Source: an optimization exercise on an open RTL-to-GDS flow (aim: small area, a short achievable clock period and few clock cycles per item). Production flows keep margins and buffers that such runs may drop.
At most, simulation tests tie the RTL to the original design; equivalence was not proved.

==> yarrow <==
## systolic_array
module systolic_array #(
    parameter DATAWIDTH = 16,
    parameter N_SIZE = 4
) (
    input clk, rst_n,
    input valid_in,
    input [N_SIZE*DATAWIDTH-1:0] matrix_a_in,  
    input [N_SIZE*DATAWIDTH-1:0] matrix_b_in,  
    output reg valid_out,
    output [N_SIZE*DATAWIDTH*2-1:0] matrix_out  
);
==> flow/config.mk <==
export PLATFORM = sky130hd
export DESIGN_NAME = systolic_array
export DESIGN_NICKNAME = systolic_array
export VERILOG_FILES = /design/flow/design.v
export SDC_FILE = /design/flow/constraint.sdc
export NUM_CORES = 8
export LEC_CHECK = 0
export CAP_MARGIN = 20
export CORE_MARGIN = 2
export CORE_UTILIZATION = 40
export SLEW_MARGIN = 20
==> flow/constraint.sdc <==
create_clock -name core_clock -period 10.0 [get_ports {clk}]
set_input_delay 2.0000 -clock core_clock [delete_from_list [all_inputs] [get_ports {clk}]]
set_output_delay 2.0000 -clock core_clock [all_outputs]
set_load 0.01 [all_outputs]
standard.sh (not shown) runs the stock make flow with config.mk's settings and CLKGATE_MAP_FILE= SYNTH_SCRIPT=/design/flow/synth_recipe.tcl, a recipe that flattens the netlist after the stock synthesis.
==> flow/flow/run.sh <==
#!/bin/bash
# Layout flow: the standard ORFS flow (standard.sh) with three changes:
#  - after the standard synthesis, flow/fixpol.py removes most of the inverters that
#    Yosys' full-adder extraction leaves between full adders (each full adder may be used
#    in its inverted form, since FA(~a,~b,~c) = ~FA(a,b,c)); registers are not touched;
#  - the repair steps aim for a larger setup slack margin, so that the paths end well
#    below the 10 ns clock period; the SDC and the period are the standard flow's own;
#  - port buffers are buf_2, and the clock tree uses larger sink clusters.
set -euo pipefail
R=orfs/results/sky130hd/systolic_array/base
ARGS="SETUP_SLACK_MARGIN=6.7 CORE_UTILIZATION=65 CTS_CLUSTER_SIZE=30 CTS_CLUSTER_DIAMETER=60"
bash standard.sh synth > standard_synth.log 2>&1
cp $R/1_2_yosys.v $R/1_2_yosys.standard.v
python3 flow/fixpol.py $R/1_2_yosys.standard.v $R/1_2_yosys.v > fixpol.log 2>&1
bash standard.sh $ARGS BUFFER_PORTS_ARGS='-buffer_cell sky130_fd_sc_hd__buf_2' finish > standard_flow.log 2>&1
Other scripts of this flow, unchanged in this note and not shown: flow/flow/fixpol.py
==> raven (differences from yarrow) <==
--- a/flow/design.v
+++ b/flow/design.v
@@ -33,11 +33,11 @@
     reg [15:0] ra1_0, ra1_1, ra1_2, ra1_3;
     reg [15:0] ra2_0, ra2_1, ra2_2, ra2_3;
     reg [15:0] ra3_0, ra3_1, ra3_2, ra3_3;
     reg [63:0] rb0, rb1, rb2, rb3;
     always @(posedge clk) begin
-        ra1_0 <= ld ? matrix_a_in[16 +: 16] : ra1_3;
+        ra1_0 <= matrix_a_in[16 +: 16];
         ra2_0 <= ld ? matrix_a_in[32 +: 16] : ra2_3;
         ra3_0 <= ld ? matrix_a_in[48 +: 16] : ra3_3;
         rb0 <= ld ? matrix_b_in : rb3;
         ra1_1 <= ra1_0; ra1_2 <= ra1_1; ra1_3 <= ra1_2;
         ra2_1 <= ra2_0; ra2_2 <= ra2_1; ra2_3 <= ra2_2;
--- a/flow/flow/run.sh
+++ b/flow/flow/run.sh
@@ -10,6 +10,6 @@
 R=orfs/results/sky130hd/systolic_array/base
 ARGS="SETUP_SLACK_MARGIN=6.7 CORE_UTILIZATION=65 CTS_CLUSTER_SIZE=30 CTS_CLUSTER_DIAMETER=60"
 bash standard.sh synth > standard_synth.log 2>&1
 cp $R/1_2_yosys.v $R/1_2_yosys.standard.v
 python3 flow/fixpol.py $R/1_2_yosys.standard.v $R/1_2_yosys.v > fixpol.log 2>&1
-bash standard.sh $ARGS BUFFER_PORTS_ARGS='-buffer_cell sky130_fd_sc_hd__buf_2' finish > standard_flow.log 2>&1
+bash standard.sh $ARGS BUFFER_PORTS_ARGS='-buffer_cell sky130_fd_sc_hd__buf_2' CTS_ARGS='-sink_clustering_enable -repair_clock_nets -sink_clustering_size 12 -sink_clustering_max_diameter 70 -sink_clustering_buffer sky130_fd_sc_hd__clkbuf_8' finish > standard_flow.log 2>&1
==> comparison table <==
quantity                                                                 raven                   yarrow
Mapped Area                                                         0.0495 mm2               0.0497 mm2
Fin crit share                                                           34.0%                    33.9%
Worst Setup Slack, final                                               6600 ps                  6610 ps
Number of nets at the end of the flow                                     5104                     5064
Number of clock buffers in the layout                                      105                       66
Net count after synthesis                                                 4939                     4910
Post-Layout Cell Count                                                    5228                     5214
Setup Fix Bufs, Post-CTS                                                    41                       67
Worst skew pair latency                                                 670 ps                   710 ps
Transition time at the pin with the least slew margin                  1040 ps                   932 ps
Syn Area/Cell                                                         12.2 um2                 12.3 um2
Top achievable clock speed                                             294 MHz                  295 MHz
Met3 track demand over resource                                          6.23%                    8.98%
Outcome                                                complete, no violations  complete, no violations
Cells after synthesis                                                     4060                     4031
Min cycle time layout                                                  3400 ps                  3390 ps
FF-to-FF End                                               acc2[26]$_SDFF_PP1_      acc2[17]$_SDFF_PP0_
Storage cell area                                                   0.0198 mm2               0.0199 mm2
Testbench counts of raven, summed over its fixed seeds: cycles 14,592, matrices 768.
Only the layout flow was run in yarrow; the RTL was not checked for function there.

==> run X: inputs <==
systolic_array, a different RTL version from the one above (not shown whole).
==> flow/config.mk <==
export PLATFORM = sky130hd
export DESIGN_NAME = systolic_array
export DESIGN_NICKNAME = systolic_array
export VERILOG_FILES = /design/flow/design.v
export SDC_FILE = /design/flow/constraint.sdc
export NUM_CORES = 8
export LEC_CHECK = 0
export CAP_MARGIN = 20
export CORE_MARGIN = 2
export CORE_UTILIZATION = 40
export SLEW_MARGIN = 20
==> flow/constraint.sdc <==
create_clock -name core_clock -period 10.0 [get_ports {clk}]
set_input_delay 2.0000 -clock core_clock [delete_from_list [all_inputs] [get_ports {clk}]]
set_output_delay 2.0000 -clock core_clock [all_outputs]
set_load 0.01 [all_outputs]
==> flow/flow/run.sh <==
#!/bin/bash
# Layout flow: the standard ORFS flow (standard.sh) with three changes:
#  - after the standard synthesis, flow/fixpol.py removes most of the inverters that
#    Yosys' full-adder extraction leaves between full adders (each full adder may be used
#    in its inverted form, since FA(~a,~b,~c) = ~FA(a,b,c)); registers are not touched;
#  - the repair steps aim for a larger setup slack margin, so that the paths end well
#    below the 10 ns clock period; the SDC and the period are the standard flow's own;
#  - port buffers are buf_2, and the clock tree uses larger sink clusters.
set -euo pipefail
R=orfs/results/sky130hd/systolic_array/base
ARGS="SETUP_SLACK_MARGIN=6.7 CORE_UTILIZATION=65 CTS_CLUSTER_SIZE=30 CTS_CLUSTER_DIAMETER=60"
bash standard.sh synth > standard_synth.log 2>&1
cp $R/1_2_yosys.v $R/1_2_yosys.standard.v
python3 flow/fixpol.py $R/1_2_yosys.standard.v $R/1_2_yosys.v > fixpol.log 2>&1
bash standard.sh $ARGS BUFFER_PORTS_ARGS='-buffer_cell sky130_fd_sc_hd__buf_2' finish > standard_flow.log 2>&1
Other scripts of this flow, unchanged in this note and not shown: flow/flow/fixpol.py
==> inputs of run R, as changes to run X <==
--- a/flow/design.v
+++ b/flow/design.v
@@ -32,13 +32,13 @@
         last <= (cnt[1:0] == 2'd0);
     reg [15:0] ra1_0, ra1_1, ra1_2, ra1_3;
     reg [15:0] ra2_0, ra2_1, ra2_2, ra2_3;
     reg [15:0] ra3_0, ra3_1, ra3_2, ra3_3;
     reg [63:0] rb0, rb1, rb2, rb3;
     always @(posedge clk) begin
-        ra1_0 <= matrix_a_in[16 +: 16];
+        ra1_0 <= ld ? matrix_a_in[16 +: 16] : ra1_3;
         ra2_0 <= ld ? matrix_a_in[32 +: 16] : ra2_3;
         ra3_0 <= ld ? matrix_a_in[48 +: 16] : ra3_3;
         rb0 <= ld ? matrix_b_in : rb3;
         ra1_1 <= ra1_0; ra1_2 <= ra1_1; ra1_3 <= ra1_2;
         ra2_1 <= ra2_0; ra2_2 <= ra2_1; ra2_3 <= ra2_2;
         ra3_1 <= ra3_0; ra3_2 <= ra3_1; ra3_3 <= ra3_2;
==> summary of the runs <==
Against run R, the register-to-register slack of run X is worse by 0.11 ns.
Of run R and run X, run X has the higher hold slack (gap 0.0053 ns).
Of run X and run R, run R has the higher synthesized cell count (gap 1.0%, measured against run R).
In cell count, run R and run X hardly differ.
Function was not checked in any run of this note: the RTL went through the layout flow alone.

==> v9 <==
systolic_array, a different RTL version from the one above (not shown whole).
Settings: LEC_CHECK=0, CAP_MARGIN=20, CORE_MARGIN=2, CORE_UTILIZATION=40, SLEW_MARGIN=20; clock period 10.0 ns.
==> flow/flow/run.sh <==
#!/bin/bash
# Layout flow: the standard ORFS flow (standard.sh), run with a larger setup slack
# margin so that the repair steps push the paths well below the 10 ns clock period.
# The SDC, the period and every other setting are the standard flow's own.
set -euo pipefail
bash standard.sh SETUP_SLACK_MARGIN=6.6 BUFFER_PORTS_ARGS='-buffer_cell sky130_fd_sc_hd__buf_2' CTS_CLUSTER_SIZE=30 CTS_CLUSTER_DIAMETER=60 finish > standard_flow.log 2>&1
==> v23: changes against v9 <==
==> flow/flow/run.sh (replaced) <==
#!/bin/bash
# Layout flow: the standard ORFS flow (standard.sh), run with a larger setup slack
# margin so that the repair steps push the paths well below the 10 ns clock period.
# The SDC, the period and every other setting are the standard flow's own.
set -euo pipefail
bash standard.sh SETUP_SLACK_MARGIN=6.6 BUFFER_PORTS_ARGS='-buffer_cell sky130_fd_sc_hd__buf_2' CORE_UTILIZATION=65 finish > standard_flow.log 2>&1
==> notes <==
Between v23 and v9, the lower via count is in v9 (gap about 1.8%, measured against v9). Of v23 and v9, v9 has the higher final area (gap 0.56%, measured against v9). Between v9 and v23, the lower sequential share of layout area is in v9 (gap 0.20 points). Against v23, the global-route usage of v9 is lower by 12 points. Of v9 and v23, v23 has the higher hold slack (gap 0.00066 ns). Register-to-register slack is about the same in v9 and v23. Between v9 and v23, the lower clock-buffer cell count is in v9 (gap 45).
Testbench counts of v9, summed over its fixed seeds: cycles 14,592, matrices 768.
Testbench counts of v23, summed over its fixed seeds: cycles 14,592, matrices 768.

==> inputs of 08-10 <==
systolic_array, a different RTL version from the one above (not shown whole).
==> flow/config.mk <==
export PLATFORM = sky130hd
export DESIGN_NAME = systolic_array
export DESIGN_NICKNAME = systolic_array
export VERILOG_FILES = /design/flow/design.v
export SDC_FILE = /design/flow/constraint.sdc
export NUM_CORES = 8
export LEC_CHECK = 0
export CAP_MARGIN = 20
export CORE_MARGIN = 2
export CORE_UTILIZATION = 40
export SLEW_MARGIN = 20
==> flow/constraint.sdc <==
create_clock -name core_clock -period 10.0 [get_ports {clk}]
set_input_delay 2.0000 -clock core_clock [delete_from_list [all_inputs] [get_ports {clk}]]
set_output_delay 2.0000 -clock core_clock [all_outputs]
set_load 0.01 [all_outputs]
==> flow/flow/run.sh <==
#!/bin/bash
# Layout flow: the standard ORFS flow (standard.sh) with three changes:
#  - after the standard synthesis, flow/fixpol.py removes most of the inverters that
#    Yosys' full-adder extraction leaves between full adders (each full adder may be used
#    in its inverted form, since FA(~a,~b,~c) = ~FA(a,b,c)); registers are not touched;
#  - the repair steps aim for a larger setup slack margin (larger still after global
#    routing), so that the paths end well below the 10 ns clock period; the SDC and the
#    period are the standard flow's own;
#  - port buffers are buf_2, and the clock tree uses larger sink clusters.
set -euo pipefail
R=orfs/results/sky130hd/systolic_array/base
ARGS="CORE_UTILIZATION=65 CTS_CLUSTER_SIZE=30 CTS_CLUSTER_DIAMETER=60"
bash standard.sh synth > standard_synth.log 2>&1
cp $R/1_2_yosys.v $R/1_2_yosys.standard.v
python3 flow/fixpol.py $R/1_2_yosys.standard.v $R/1_2_yosys.v > fixpol.log 2>&1
bash standard.sh $ARGS SETUP_SLACK_MARGIN=6.7 BUFFER_PORTS_ARGS='-buffer_cell sky130_fd_sc_hd__buf_2' cts > standard_flow_cts.log 2>&1
bash standard.sh $ARGS SETUP_SLACK_MARGIN=6.9 BUFFER_PORTS_ARGS='-buffer_cell sky130_fd_sc_hd__buf_2' finish > standard_flow.log 2>&1
Other scripts of this flow, unchanged in this note and not shown: flow/flow/fixpol.py
==> 02-20: changes against 08-10 <==
==> flow/flow/run.sh (replaced) <==
#!/bin/bash
# Layout flow: the standard ORFS flow (standard.sh) with three changes:
#  - after the standard synthesis, flow/fixpol.py removes most of the inverters that
#    Yosys' full-adder extraction leaves between full adders (each full adder may be used
#    in its inverted form, since FA(~a,~b,~c) = ~FA(a,b,c)); registers are not touched;
#  - the repair steps aim for a larger setup slack margin, so that the paths end well
#    below the 10 ns clock period; the SDC and the period are the standard flow's own;
#  - port buffers are buf_2, and the clock tree uses larger sink clusters.
set -euo pipefail
R=orfs/results/sky130hd/systolic_array/base
ARGS="TNS_END_PERCENT=10 SETUP_SLACK_MARGIN=6.9 CORE_UTILIZATION=65 CTS_CLUSTER_SIZE=30 CTS_CLUSTER_DIAMETER=60"
bash standard.sh synth > standard_synth.log 2>&1
cp $R/1_2_yosys.v $R/1_2_yosys.standard.v
python3 flow/fixpol.py $R/1_2_yosys.standard.v $R/1_2_yosys.v > fixpol.log 2>&1
bash standard.sh $ARGS BUFFER_PORTS_ARGS='-buffer_cell sky130_fd_sc_hd__buf_2' finish > standard_flow.log 2>&1
==> 10-17: changes against 08-10 <==
==> flow/flow/run.sh (replaced) <==
#!/bin/bash
# Layout flow: the standard ORFS flow (standard.sh) with three changes:
#  - after the standard synthesis, flow/fixpol.py removes most of the inverters that
#    Yosys' full-adder extraction leaves between full adders (each full adder may be used
#    in its inverted form, since FA(~a,~b,~c) = ~FA(a,b,c)); registers are not touched;
#  - the repair steps aim for a larger setup slack margin, so that the paths end well
#    below the 10 ns clock period; the SDC and the period are the standard flow's own;
#  - port buffers are buf_2, and the clock tree uses larger sink clusters.
set -euo pipefail
R=orfs/results/sky130hd/systolic_array/base
ARGS="SETUP_SLACK_MARGIN=6.7 CORE_UTILIZATION=65 CTS_CLUSTER_SIZE=30 CTS_CLUSTER_DIAMETER=60"
bash standard.sh synth > standard_synth.log 2>&1
cp $R/1_2_yosys.v $R/1_2_yosys.standard.v
python3 flow/fixpol.py $R/1_2_yosys.standard.v $R/1_2_yosys.v > fixpol.log 2>&1
bash standard.sh $ARGS BUFFER_PORTS_ARGS='-buffer_cell sky130_fd_sc_hd__buf_2' finish > standard_flow.log 2>&1
==> notes <==
- Hold slack: 02-20 < 08-10 < 10-17.
- Via count: 08-10 > 02-20 > 10-17.
- Worst setup slack, lowest first: 02-20, 08-10, 10-17.
- The lowest final cell count belongs to 10-17, the highest to 08-10.
- Of 02-20 and 08-10, 08-10 has the higher count of clock-buffer cells in the layout (gap 11).
- Design area, highest first: 08-10, 02-20, 10-17.
- Register-to-register slack, lowest first: 02-20, 08-10, 10-17.
- Sequential share of layout area, lowest first: 08-10, 02-20, 10-17.
Testbench counts of 08-10, summed over its fixed seeds: cycles 14,592, matrices 768.
Testbench counts of 02-20, summed over its fixed seeds: cycles 14,592, matrices 768.
Testbench counts of 10-17, summed over its fixed seeds: cycles 14,592, matrices 768.

==> run a: inputs <==
Starting RTL as in the previous note.
clock: 10.0 ns
lec_check: 0
cap_margin: 20
core_margin: 2
core_utilization: 40
slew_margin: 20
==> flow/flow/run.sh <==
#!/bin/bash
# Layout flow: the standard ORFS flow (standard.sh) with three changes:
#  - after the standard synthesis, flow/fixpol.py removes most of the inverters that
#    Yosys' full-adder extraction leaves between full adders (each full adder may be used
#    in its inverted form, since FA(~a,~b,~c) = ~FA(a,b,c)); registers are not touched;
#  - the repair steps aim for a larger setup slack margin, so that the paths end well
#    below the 10 ns clock period; the SDC and the period are the standard flow's own;
#  - port buffers are buf_2, and the clock tree uses larger sink clusters.
set -euo pipefail
R=orfs/results/sky130hd/systolic_array/base
ARGS="PLACE_DENSITY_LB_ADDON=0.1 SETUP_SLACK_MARGIN=6.7 CORE_UTILIZATION=65 CTS_CLUSTER_SIZE=30 CTS_CLUSTER_DIAMETER=60"
bash standard.sh synth > standard_synth.log 2>&1
cp $R/1_2_yosys.v $R/1_2_yosys.standard.v
python3 flow/fixpol.py $R/1_2_yosys.standard.v $R/1_2_yosys.v > fixpol.log 2>&1
bash standard.sh $ARGS BUFFER_PORTS_ARGS='-buffer_cell sky130_fd_sc_hd__buf_2' finish > standard_flow.log 2>&1
Other scripts of this flow, unchanged in this note and not shown: flow/flow/fixpol.py
==> run b: changes against run a <==
--- a/flow/flow/run.sh
+++ b/flow/flow/run.sh
@@ -10,3 +10,3 @@
 R=orfs/results/sky130hd/systolic_array/base
-ARGS="PLACE_DENSITY_LB_ADDON=0.1 SETUP_SLACK_MARGIN=6.7 CORE_UTILIZATION=65 CTS_CLUSTER_SIZE=30 CTS_CLUSTER_DIAMETER=60"
+ARGS="SETUP_SLACK_MARGIN=6.7 CORE_UTILIZATION=65 CTS_CLUSTER_SIZE=30 CTS_CLUSTER_DIAMETER=60"
 bash standard.sh synth > standard_synth.log 2>&1
@@ -14,2 +14,2 @@
 python3 flow/fixpol.py $R/1_2_yosys.standard.v $R/1_2_yosys.v > fixpol.log 2>&1
-bash standard.sh $ARGS BUFFER_PORTS_ARGS='-buffer_cell sky130_fd_sc_hd__buf_2' finish > standard_flow.log 2>&1
+bash standard.sh $ARGS BUFFER_PORTS_ARGS='-buffer_cell sky130_fd_sc_hd__buf_1' finish > standard_flow.log 2>&1
==> results.txt <==
Run b finished with timing, DRC and antenna clean. Run a produced a clean layout. Critical path depth: run b is higher than run a (2). Cell area is about the same in run b and run a. Final cell count: run a is smaller than run b (about 0.37%). In run b the clock skew is lower than in run a, by 2.0 ps. Of run b and run a, run b has the higher core utilization (gap 0.056 points). Of run a and run b, run a has the higher wire length (gap 1.6%, measured against run b).
Testbench counts of run a, summed over its fixed seeds: cycles 14,592, matrices 768.
Testbench counts of run b, summed over its fixed seeds: cycles 14,592, matrices 768.

[separate check: timing with driven ports]
The flow's constraints put no driver on any port. The routed layouts listed below were extracted and timed again, unchanged, in two steps.
Step 1 sets driving cells, clkbuf_16 on the clock port and buf_2 on the other inputs (assumed; they add their load-dependent delay and slew).
Step 2 moves the port delays by t, midway between the first and last clock arrival at a register: inputs arrive t later, outputs are due t later. That takes back most of the time a late clock gives input paths.
Three values: no drivers, after step 1, after step 2; two values: the first two.
run | shift t [ns] | slack for setup (ns) | hold WS [ns] | latest minus earliest clock arrival (ns)
yarrow | 0.762 | 6.608 / 6.608 / 6.608 | 0.322 / 0.322 / 0.322 | 0.047 / 0.047
raven | 0.716 | 6.595 / 6.595 / 6.595 | 0.306 / 0.306 / 0.306 | 0.051 / 0.052
run X | 0.730 | 6.629 / 6.629 / 6.629 | 0.321 / 0.321 / 0.321 | 0.046 / 0.046
run R | 0.737 | 6.741 / 6.708 / 6.741 | 0.315 / 0.315 / 0.315 | 0.061 / 0.062
v9 | 0.774 | 6.647 / 6.647 / 6.647 | 0.318 / 0.318 / 0.318 | 0.047 / 0.047
v23 | 0.766 | 6.638 / 6.638 / 6.638 | 0.319 / 0.319 / 0.319 | 0.071 / 0.071
08-10 | 0.743 | 6.515 / 6.515 / 6.515 | 0.313 / 0.313 / 0.313 | 0.048 / 0.048
02-20 | 0.742 | 6.481 / 6.481 / 6.481 | 0.312 / 0.312 / 0.312 | 0.052 / 0.051
10-17 | 0.722 | 6.696 / 6.696 / 6.696 | 0.315 / 0.315 / 0.315 | 0.069 / 0.069
run a | 0.722 | 6.659 / 6.659 / 6.659 | 0.316 / 0.316 / 0.316 | 0.047 / 0.047
run b | 0.718 | 6.557 / 6.557 / 6.557 | 0.319 / 0.319 / 0.319 | 0.045 / 0.045
After both steps setup and hold are still met in every run listed.
